This is an optimization exercise on Yosys and OpenROAD, whose aim is small area, not a production implementation.
In this exercise RTL edits were held to simulation tests only and were not proved equivalent to the original.
Power and IR drop assume default switching activity.

==> design/flow/design.v <==
module sine_wave_csr(
							input          Clk,
							input          ResetN,
							input          ChipSelect,
							input          Write,
							input          Read,
							input  [1:0]   Address,
							input  [31:0]  WriteData,
							input  [9:0]   data_sin,
							output [31:0]  ReadData,
							output run,
							output [7:0] fcw,
							output enable_irq,
							output clear_irq
							);
	reg [31:0] data_reg;
	reg [7:0] fcw_reg;
	reg [2:0] control;
	assign enable_irq = control[1];
	assign run = control[0];
	assign fcw = fcw_reg;
	assign clear_irq = ChipSelect && Write && (Address == 2);
	assign ReadData = data_reg;
	always @(posedge Clk or negedge ResetN)
	begin
		if (~ResetN) begin
			fcw_reg  <= 8'h0;
			control  <= 1'h0;
		end 
		else if (ChipSelect & Write & ~(|Address)) begin         
			fcw_reg    <= WriteData[7:0];    
		end 
		else if (ChipSelect & Write & Address == 1) begin         
			control    <= WriteData[1:0];    
		end 
		else begin
			fcw_reg  <= fcw_reg;
			control <= control;
		end
	end
	always @(posedge Clk or negedge ResetN)
	begin
		if (~ResetN) begin
			data_reg  <= 32'h0;
		end else if (ChipSelect & Read) begin         
		case (Address)
		   	2'd0: data_reg <= {24'h0, fcw_reg};             
				2'd1: data_reg <= {30'h0, control};
				2'd2: data_reg <= {32'h0};	
				2'd3: data_reg <= {22'h0, data_sin};   				
		   	default: data_reg <= data_reg;
		endcase
		end else begin
			data_reg <= data_reg;
		end
	end
endmodule
module clk_divider(
						 input Clk,
						 input ResetN,
						 input run,
						 input enable_irq, 
						 input clear_irq,
						 output reg clk_1Mhz,  
						 output tick,
						 output irq  
						);
	reg [4:0] counter;
	wire timeout_event;
	reg timeout_occurred;
	always@(posedge Clk or negedge ResetN)
	begin
		if(~ResetN)
		begin
			clk_1Mhz <= 0;
			counter <= 25-1;
		end
		else
		begin
			if(run)
			begin
				if(!counter)
				begin
					clk_1Mhz <= ~clk_1Mhz;
					counter <= 25-1;
				end
				else
				begin
					counter <= counter-1;
				end
			end
			else
			begin
				clk_1Mhz <= 0;
				counter <= 25-1;               
			end
		end
	end
	assign timeout_event = ~(|counter);
	assign tick = run && !counter && !clk_1Mhz;
	always@(posedge Clk or negedge ResetN)
   begin
		if (~ResetN)
          timeout_occurred <= 0;
      else 
		begin
			if (clear_irq)
              timeout_occurred <= 0;
          else if (timeout_event)
              timeout_occurred <= 1;
		end
   end
	assign irq = timeout_occurred && enable_irq;
endmodule
module phase_accumulator(
								 input clk,   
								 input en,    
								 input rst_n,   
								 input [7:0] fcw,
								 output reg [9:0] phase    
    );
    parameter max_val = 1024;   
    always @ (posedge clk or negedge rst_n) begin
        if (!rst_n) 
				phase <= 10'b00_0000_0000;
        else if (!en)
            phase <= phase;
        else if (phase >= max_val)
            phase <= 10'b00_0000_0000;
        else 
            phase <= phase + fcw; 
        end
endmodule
module phase_to_amplitude_converter(
												input rst_n,    
												input [9:0] phase,    
												output reg [9:0] data_sin  
    );
    always @ (*) begin
            data_sin = 10'd100;
            if (!rst_n) begin
                data_sin = 10'd100;
            end
            else if (phase >= 0 && phase < 11) begin
                data_sin = 10'd100;
            end
            else if (phase >= 11 && phase < 21) begin
                data_sin = 10'd106;
            end
            else if (phase >= 21 && phase < 31) begin
                data_sin = 10'd113;
            end
            else if (phase >= 31 && phase < 41) begin
                data_sin = 10'd119;
            end
            else if (phase >= 41 && phase < 52) begin
                data_sin = 10'd125;
            end
            else if (phase >= 52 && phase < 63) begin
                data_sin = 10'd131;
            end
            else if (phase >= 63 && phase < 73) begin
                data_sin = 10'd137;
            end
            else if (phase >= 73 && phase < 83) begin
                data_sin = 10'd143;
            end
            else if (phase >= 83 && phase < 93) begin
                data_sin = 10'd148;
            end
            else if (phase >= 93 && phase < 104) begin
                data_sin = 10'd154;
            end
            else if (phase >= 104 && phase < 115) begin
                data_sin = 10'd159;
            end
            else if (phase >= 115 && phase < 125) begin
                data_sin = 10'd164;
            end
            else if (phase >= 125 && phase < 135) begin
                data_sin = 10'd168;
            end
            else if (phase >= 135 && phase < 145) begin
                data_sin = 10'd173;
            end
            else if (phase >= 145 && phase < 156) begin
                data_sin = 10'd177;
            end
            else if (phase >= 156 && phase < 166) begin
                data_sin = 10'd181;
            end
            else if (phase >= 166 && phase < 176) begin
                data_sin = 10'd184;
            end
            else if (phase >= 176 && phase < 186) begin
                data_sin = 10'd188;
            end
            else if (phase >= 186 && phase < 196) begin
                data_sin = 10'd190;
            end
            else if (phase >= 196 && phase < 207) begin
                data_sin = 10'd193;
            end
            else if (phase >= 207 && phase < 217) begin
                data_sin = 10'd195;
            end
            else if (phase >= 217 && phase < 227) begin
                data_sin = 10'd197;
            end
            else if (phase >= 227 && phase < 237) begin
                data_sin = 10'd198;
            end
            else if (phase >= 237 && phase < 247) begin
                data_sin = 10'd199;
            end
            else if (phase >= 247 && phase < 258) begin
                data_sin = 10'd200;
            end
            else if (phase >= 258 && phase < 268) begin
                data_sin = 10'd200;
            end         
            else if (phase >= 268 && phase < 278) begin
                data_sin = 10'd200;
            end
            else if (phase >= 278 && phase < 288) begin
                data_sin = 10'd199;
            end
            else if (phase >= 288 && phase < 298) begin
                data_sin = 10'd198;
            end
            else if (phase >= 298 && phase < 309) begin
                data_sin = 10'd197;
            end
            else if (phase >= 309 && phase < 319) begin
                data_sin = 10'd195;
            end
            else if (phase >= 319 && phase < 329) begin
                data_sin = 10'd193;
            end
            else if (phase >= 329 && phase < 339) begin
                data_sin = 10'd190;
            end
            else if (phase >= 334 && phase < 344) begin
                data_sin = 10'd188;
            end
            else if (phase >= 344 && phase < 355) begin
                data_sin = 10'd184;
            end
            else if (phase >= 355 && phase < 365) begin
                data_sin = 10'd181;
            end
            else if (phase >= 365 && phase < 375) begin
                data_sin = 10'd177;
            end
            else if (phase >= 375 && phase < 385) begin
                data_sin = 10'd173;
            end
            else if (phase >= 385 && phase < 395) begin
                data_sin = 10'd168;
            end
            else if (phase >= 395 && phase < 407) begin
                data_sin = 10'd164;
            end
            else if (phase >= 407 && phase < 418) begin
                data_sin = 10'd159;
            end
            else if (phase >= 418 && phase < 428) begin
                data_sin = 10'd154;
            end
            else if (phase >= 428 && phase < 439) begin
                data_sin = 10'd148;
            end
            else if (phase >= 439 && phase < 449) begin
                data_sin = 10'd143;
            end
            else if (phase >= 449 && phase < 460) begin
                data_sin = 10'd137;
            end
            else if (phase >= 460 && phase < 470) begin
                data_sin = 10'd131;
            end
            else if (phase >= 470 && phase < 480) begin
                data_sin = 10'd125;
            end
            else if (phase >= 480 && phase < 490) begin
                data_sin = 10'd119;
            end
            else if (phase >= 490 && phase < 500) begin
                data_sin = 10'd113;
            end
            else if (phase >= 500 && phase < 512) begin
                data_sin = 10'd106;
            end
            else if (phase >= 512 && phase < 522) begin
                data_sin = 10'd100;
            end
            else if (phase >= 522 && phase < 532) begin
                data_sin = 10'd94;
            end
            else if (phase >= 432 && phase < 542) begin
                data_sin = 10'd87;
            end
            else if (phase >= 542 && phase < 552) begin
                data_sin = 10'd81;
            end
            else if (phase >= 552 && phase < 553) begin
                data_sin = 10'd75;
            end
            else if (phase >= 553 && phase < 563) begin
                data_sin = 10'd69;
            end
            else if (phase >= 563 && phase < 573) begin
                data_sin = 10'd63;
            end
            else if (phase >= 573 && phase < 583) begin
                data_sin = 10'd57;
            end
            else if (phase >= 583 && phase < 593) begin
                data_sin = 10'd52;
            end
            else if (phase >= 593 && phase < 604) begin
                data_sin = 10'd46;
            end
            else if (phase >= 604 && phase < 614) begin
                data_sin = 10'd41;
            end
            else if (phase >= 614 && phase < 624) begin
                data_sin = 10'd36;
            end
            else if (phase >= 624 && phase < 634) begin
                data_sin = 10'd32;
            end
            else if (phase >= 634 && phase < 644) begin
                data_sin = 10'd27;
            end
            else if (phase >= 644 && phase < 665) begin
                data_sin = 10'd23;
            end
            else if (phase >= 665 && phase < 675) begin
                data_sin = 10'd19;
            end
            else if (phase >= 675 && phase < 685) begin
                data_sin = 10'd16;
            end
            else if (phase >= 685 && phase < 695) begin
                data_sin = 10'd12;
            end
            else if (phase >= 695 && phase < 705) begin
                data_sin = 10'd10;
            end
            else if (phase >= 705 && phase < 716) begin
                data_sin = 10'd7;
            end
            else if (phase >= 716 && phase < 726) begin
                data_sin = 10'd5;
            end
            else if (phase >= 726 && phase < 736) begin
                data_sin = 10'd3;
            end
            else if (phase >= 736 && phase < 746) begin
                data_sin = 10'd2;
            end
            else if (phase >= 746 && phase < 756) begin
                data_sin = 10'd1;
            end
            else if (phase >= 756 && phase < 767) begin
                data_sin = 10'd0;
            end
            else if (phase >= 767 && phase < 777) begin
                data_sin = 10'd0;
            end                  
            else if (phase >= 777 && phase < 787) begin
                data_sin = 10'd0;
            end      
            else if (phase >= 787 && phase < 797) begin
                data_sin = 10'd1;
            end
            else if (phase >= 797 && phase < 807) begin
                data_sin = 10'd2;
            end
            else if (phase >= 807 && phase < 819) begin
                data_sin = 10'd3;
            end
            else if (phase >= 819 && phase < 829) begin
                data_sin = 10'd5;
            end
            else if (phase >= 829 && phase < 839) begin
                data_sin = 10'd7;
            end
            else if (phase >= 839 && phase < 849) begin
                data_sin = 10'd10;
            end
            else if (phase >= 849 && phase < 859) begin
                data_sin = 10'd12;
            end
            else if (phase >= 859 && phase < 870) begin
                data_sin = 10'd16;
            end
            else if (phase >= 870 && phase < 880) begin
                data_sin = 10'd19;
            end
            else if (phase >= 880 && phase < 890) begin
                data_sin = 10'd23;
            end
            else if (phase >= 890 && phase < 900) begin
                data_sin = 10'd27;
            end
            else if (phase >= 900 && phase < 910) begin
                data_sin = 10'd32;
            end
            else if (phase >= 910 && phase < 921) begin
                data_sin = 10'd36;
            end
            else if (phase >= 921 && phase < 932) begin
                data_sin = 10'd41;
            end
            else if (phase >= 932 && phase < 942) begin
                data_sin = 10'd46;
            end
            else if (phase >= 942 && phase < 952) begin
                data_sin = 10'd52;
            end
            else if (phase >= 952 && phase < 962) begin
                data_sin = 10'd57;
            end
            else if (phase >= 962 && phase < 973) begin
                data_sin = 10'd63;
            end
            else if (phase >= 973 && phase < 983) begin
                data_sin = 10'd69;
            end
            else if (phase >= 983 && phase < 993) begin
                data_sin = 10'd75;
            end
            else if (phase >= 993 && phase < 1003) begin
                data_sin = 10'd81;
            end
            else if (phase >= 1003 && phase < 1013) begin
                data_sin = 10'd87;
            end
            else if (phase >= 1013 && phase <= 1023) begin
                data_sin = 10'd94;
            end
    end         
endmodule
module sine_wave_generator(  
									input clk,      
									input en,       
									input rst_n,      
									input [7:0] fcw,
									output [9:0] phase,      
									output [9:0] data_sin    
    );    
    phase_accumulator            accumulator_inst (clk, en, rst_n, fcw, phase);
    phase_to_amplitude_converter converter_inst   (rst_n, phase, data_sin);
endmodule
module sine_wave_wrapper(
								 input         Clk,
								 input         ResetN,
								 input         ChipSelect,
								 input         Write,
								 input         Read,
								 input  [1:0]  Address,
								 input  [31:0] WriteData,
								 output [31:0] ReadData,
								 output [9:0]  oData_sin,
								 output irq
								 );
	wire run, clk_1Mhz, tick, enable_irq, clear_irq;
	wire [7:0] fcw;
	wire [9:0] phase;
	wire [9:0] data_sin;
	assign data_sin = oData_sin;
	sine_wave_csr CSR(
							.Clk         (Clk        ),
							.ResetN      (ResetN     ),
							.ChipSelect  (ChipSelect ), 
							.Write       (Write      ),
							.Read        (Read       ),
							.Address     (Address    ),
							.WriteData   (WriteData  ),
							.ReadData 	 (ReadData   ),
							.run         (run        ),
							.fcw		    (fcw	 	    ),
							.data_sin	 (data_sin	 ),
							.enable_irq	 (enable_irq ),
							.clear_irq	 (clear_irq  )
						  );
	clk_divider clk_div(
								.Clk(Clk),
								.ResetN(ResetN),
								.run(run),
								.clk_1Mhz(clk_1Mhz),
								.tick(tick),
								.irq(irq),
								.enable_irq(enable_irq),
								.clear_irq(clear_irq  )
							 );
	sine_wave_generator sine_gen(
										  .clk(Clk),     
										  .en(tick),
										  .rst_n(ResetN),     
										  .phase(phase),  
										  .fcw(fcw),
										  .data_sin(oData_sin)
										 );
endmodule
==> design/flow/run.sh <==
#!/bin/bash
# synth_recipe.tcl (not shown) runs the flow's synth.tcl, then flattens the netlist and writes it again
# the make line also repeats each setting of config.mk as NAME=value (left out here)
make -C /OpenROAD-flow-scripts/flow DESIGN_CONFIG=/design/flow/config.mk WORK_HOME=/design/flow/orfs CLKGATE_MAP_FILE= SYNTH_SCRIPT=/design/flow/synth_recipe.tcl finish
==> design/flow/config.mk <==
export PLATFORM = sky130hd
export DESIGN_NAME = sine_wave_wrapper
export DESIGN_NICKNAME = sine_wave_wrapper
export VERILOG_FILES = /design/flow/design.v
export SDC_FILE = /design/flow/constraint.sdc
export NUM_CORES = 4
export LEC_CHECK = 0
export CAP_MARGIN = 20
export CORE_MARGIN = 2
export CORE_UTILIZATION = 40
export SLEW_MARGIN = 20
==> design/flow/constraint.sdc <==
create_clock -name core_clock -period 10.0 [get_ports {Clk}]
set_input_delay 2.0000 -clock core_clock [delete_from_list [all_inputs] [get_ports {Clk}]]
set_output_delay 2.0000 -clock core_clock [all_outputs]
set_load 0.01 [all_outputs]
==> run summary <==
## final cells by class
class	count	share of cell area, %
sequential	35	18.76
timing repair buffer	41	8.124
clock inverter	3	0.5077
multi-input combinational	475	65.71
inverter	21	1.684
clock buffer	5	1.470
tap	140	3.741
## worst min-delay path by stage
stage / startpoint / endpoint / slack, ns / cells past startpoint
floorplan: clk_div.counter[0]$_DFF_PN0_ / clk_div.counter[0]$_DFF_PN0_ / 0.43 / 1
global placement: clk_div.counter[0]$_DFF_PN0_ / clk_div.counter[0]$_DFF_PN0_ / 0.44 / 1
detailed placement: clk_div.counter[0]$_DFF_PN0_ / clk_div.counter[0]$_DFF_PN0_ / 0.44 / 1
CTS: clk_div.counter[0]$_DFF_PN0_ / clk_div.counter[0]$_DFF_PN0_ / 0.45 / 1
global route: clk_div.counter[0]$_DFF_PN0_ / clk_div.counter[0]$_DFF_PN0_ / 0.48 / 1
finish: clk_div.counter[0]$_DFF_PN0_ / clk_div.counter[0]$_DFF_PN0_ / 0.45 / 1
## per-stage QoR
step	cells	hold slack [ns]	instance area, µm²	worst slack (ns)	utilization [%]
floorplan	603	0.4253	4452	4.997	-
global placement	712	0.4406	4572	3.640	42.55
detailed placement	712	0.4437	4584	3.645	42.66
CTS	720	0.4550	4677	3.642	43.53
global route	720	0.4831	4682	3.437	43.57
finish	720	0.4517	4682	3.604	43.57
## cell families after synthesis
family,Yosys count
AO/OA/AOI/OAI,190
XOR/XNOR,9
adder cells (fa/ha/maj),10
buffers and inverters,93
flip-flops,35
multiplexers,13
other,1
AND/OR/NAND/NOR,227
## report_power, final
group | internal [mW] | leakage [nW] | switching (mW)
clock | 0.0498 | 0.0408 | 0.0557
sequential | 0.174 | 0.452 | 0.0441
combinational | 0.176 | 1.28 | 0.345
total | 0.400 | 1.77 | 0.444
## routing by layer
layer  up-vias  wire (µm)
li1       2156          -
met1      2369       6843
met2       368       8138
met3        58       1705
met4         0        874
met5         -          0
## cell usage in the layout (no fill, tap or decap), types with 4 or more instances in the layout
cell type        count
a211oi_1             6
a21o_1              13
a21oi_1             34
a22o_1               7
a311oi_1             4
a31oi_1              7
a41oi_1              4
and2_1               4
and3_1               6
buf_4               10
clkbuf_8             5
clkdlybuf4s50_1     30
conb_1              26
dfrtp_1             33
ha_1                 9
inv_1               20
mux2_2              10
nand2_1             61
nand2b_1             6
nand3_1             23
nand4_1              8
nor2_1              31
nor2b_1             13
nor3_1              23
nor3b_1              7
nor4_1               8
nor4b_1              4
o2111ai_1            5
o211ai_1             8
o21a_1               5
o21ai_0             30
o22ai_1              4
o31ai_1              8
o32ai_1             10
or3_1                7
xnor2_1              7
## worst max-delay path, delay by kind of cell, from the launching register on
family          cells  cell delay [ns]
buf+inv             3             1.83
simple gates        3             0.71
flops               1             0.40
compound gates      3             1.13
==> impl_results.md <==
* Outcome: no timing/DRC/antenna violations
* Global route overflow at 0
* Most frequent cells after synthesis: nand2_1 (61), a21oi_1 (34), dfrtp_1 (33)
* Filler instances at 1166
* Die Height at 108.4 µm
* CTS tree: yes
* Met1 global-route usage at 40.04%
* Critical Path Source: sine_gen.accumulator_inst.phase[5]$_DFFE_PN0P_
* Worst Setup Path Type: flop to output port
* Final nets at 628
* Crit path max fanout at 53
* Max clock buf depth at 2
* RSZ-0062 raised after global routing: no
* Power, Total at 844.2 µW
* Fmax at 0.1563 GHz
* Mapped Area at 0.004358 mm²
* Mux share of post-synthesis cell area at 3.273%
* CTS Buf Count at 5
* Reg2reg start: sine_gen.accumulator_inst.phase[5]$_DFFE_PN0P_
* Largest net degree at the start of global routing at 56
* Antenna viol nets, final at 0
* Setup TNS at 0 ns
* Tmin final at 6.396 ns
* Top-count cell post-synth: nand2_1
* Setup Buffers After CTS at 0
* Area Overhead vs Synth at 7.436%
* CTS Root Buffer Type: clkbuf_8
* Register Area at 878.3 µm²
* CP endpoint: oData_sin[6]
* GR Util met3 at 4.762%
* Flops & latches, synth at 35
* Max Cap Viol at 0
* Max reg flops at 10
* Die area at 0.01175 mm²
* Antenna violations before repair at 0
* M2 GR Usage at 48.43%
* Core area at 0.01075 mm²
* Diode count at 0
* CP Launch Type: flop
* Slowest cell on the critical path: clkinv_1
* CP most frequent cell: nand2_1
* DR iter-0 viols at 737
* Critical Path Max Stage Delay at 0.75 ns
* YS warnings at 4
* Synth Area in Compound Gates at 31.90%
* Global Route Usage Sum at 30.45%
* Post-Synth XOR/XNOR Area at 1.809%
* Area occupied by multi-input gates at 0.003077 mm²
* Worst path arrival time at 4.40 ns
* Combinational family with the most area after synthesis: compound AO/OA/AOI/OAI gates
* Leak pwr at 1.771 nW
* Avg WL per Cell at 24.39 µm
* Final HPWL from detailed placement at 13160 µm
* Hold Crit Class: flop to flop
* Adder-cell share of the synthesized area at 3.043%
* Hold Vio Cnt, Final at 0
* Fin. max-slew vios at 0
* Die X at 108.4 µm
* PD cells at 180.3 mW/mm²
* Top cells by area, synth: dfrtp_1 (19%), nand2_1 (5.3%), buf_4 (4.8%), a21oi_1 (3.9%), o21ai_0 (3.4%)
* Tightest Pin Transition at 1.159 ns
* Synthesized area per cell at 7.540 µm²
* H-tree depth at 2
* Initial Utilization at 40.56%
* Register area share after synthesis at 20.16%
* Vias per cell at 6.876
* Detailed Route WL at 17560 µm
* Max_slew headroom at 21.66%
* Hold Buf Count CTS at 0
* Top_reg_cell synth: dfrtp_1
* Ys async rst share at 100.0%
* Simple-gate portion of the synthesized area at 27.94%
* Crit path capture type: output port
* Reg2Reg Depth at 9
* Yosys cell types at 85
* Worst-path clk slew at 0.08 ns
* Vias in the first global route at 4633
* Vias at 4951
* Number of synthesized flops with an enable pin at 0
* Global route hottest layer: met2
* Worst-Skew Late Latency at 0.29 ns
* CTS Sinks at 35
* Fraction of layout cells with a size suffix above 1 at 8.448%
* Mapped Cells at 578
* IO Port Bufs at 31
* RR Endpoint: CSR.data_reg[0]$_DFFE_PN0P_
* Initial DRT Pass Iterations at 6
* Max IR drop VDD at 147.8 µV
* Post-synth top area share at 18.95%
* Post-cts resize count at 0
* Reg2reg setup slack at 6.15 ns
* First-pass GRT wire length at 27160 µm
* Fin crit share at 63.96%
* GPL Wtd Cong at 1.016
* Clk_skew at 0.01017 ns
* WP data required at 8.00 ns
* # setup viols final at 0
* Worst path cell trace: buf_4, clkinv_1, o21ai_0, nand2_1, a221oi_1, nand2_1, or3_1, o311ai_4, clkdlybuf4s50_1
* Yosys top cell by area: dfrtp_1
* Ports at 82
* DRC Markers at 0
* Rows at 38

-- separate check: timing with driven ports --
No port has a modelled driver above. Below, the same layout with a new extraction and two added sets of constraints. Step 1 sets driving cells, clkbuf_16 on the clock port and buf_2 on the other inputs (assumed; they add their load-dependent delay and slew). Step 2 times the ports against the registers' clock, not the clock port: input delays grow and output delays shrink by t, the midpoint of the rising clock arrivals with the driver on. Slacks: ideal ports / drivers / drivers and shift; pairs: ideal ports / drivers.
t (ns): 0.312
slack for setup (ns): 3.604 / 3.574 / 3.645
worst hold slack (ns): 0.452 / 0.452 / 0.452
worst slew at a driven data input, ns: 0.04
After both steps this run still meets setup and hold. For this run, drivers alone change the setup slack by -0.030 ns; drivers and shift together by +0.041 ns.
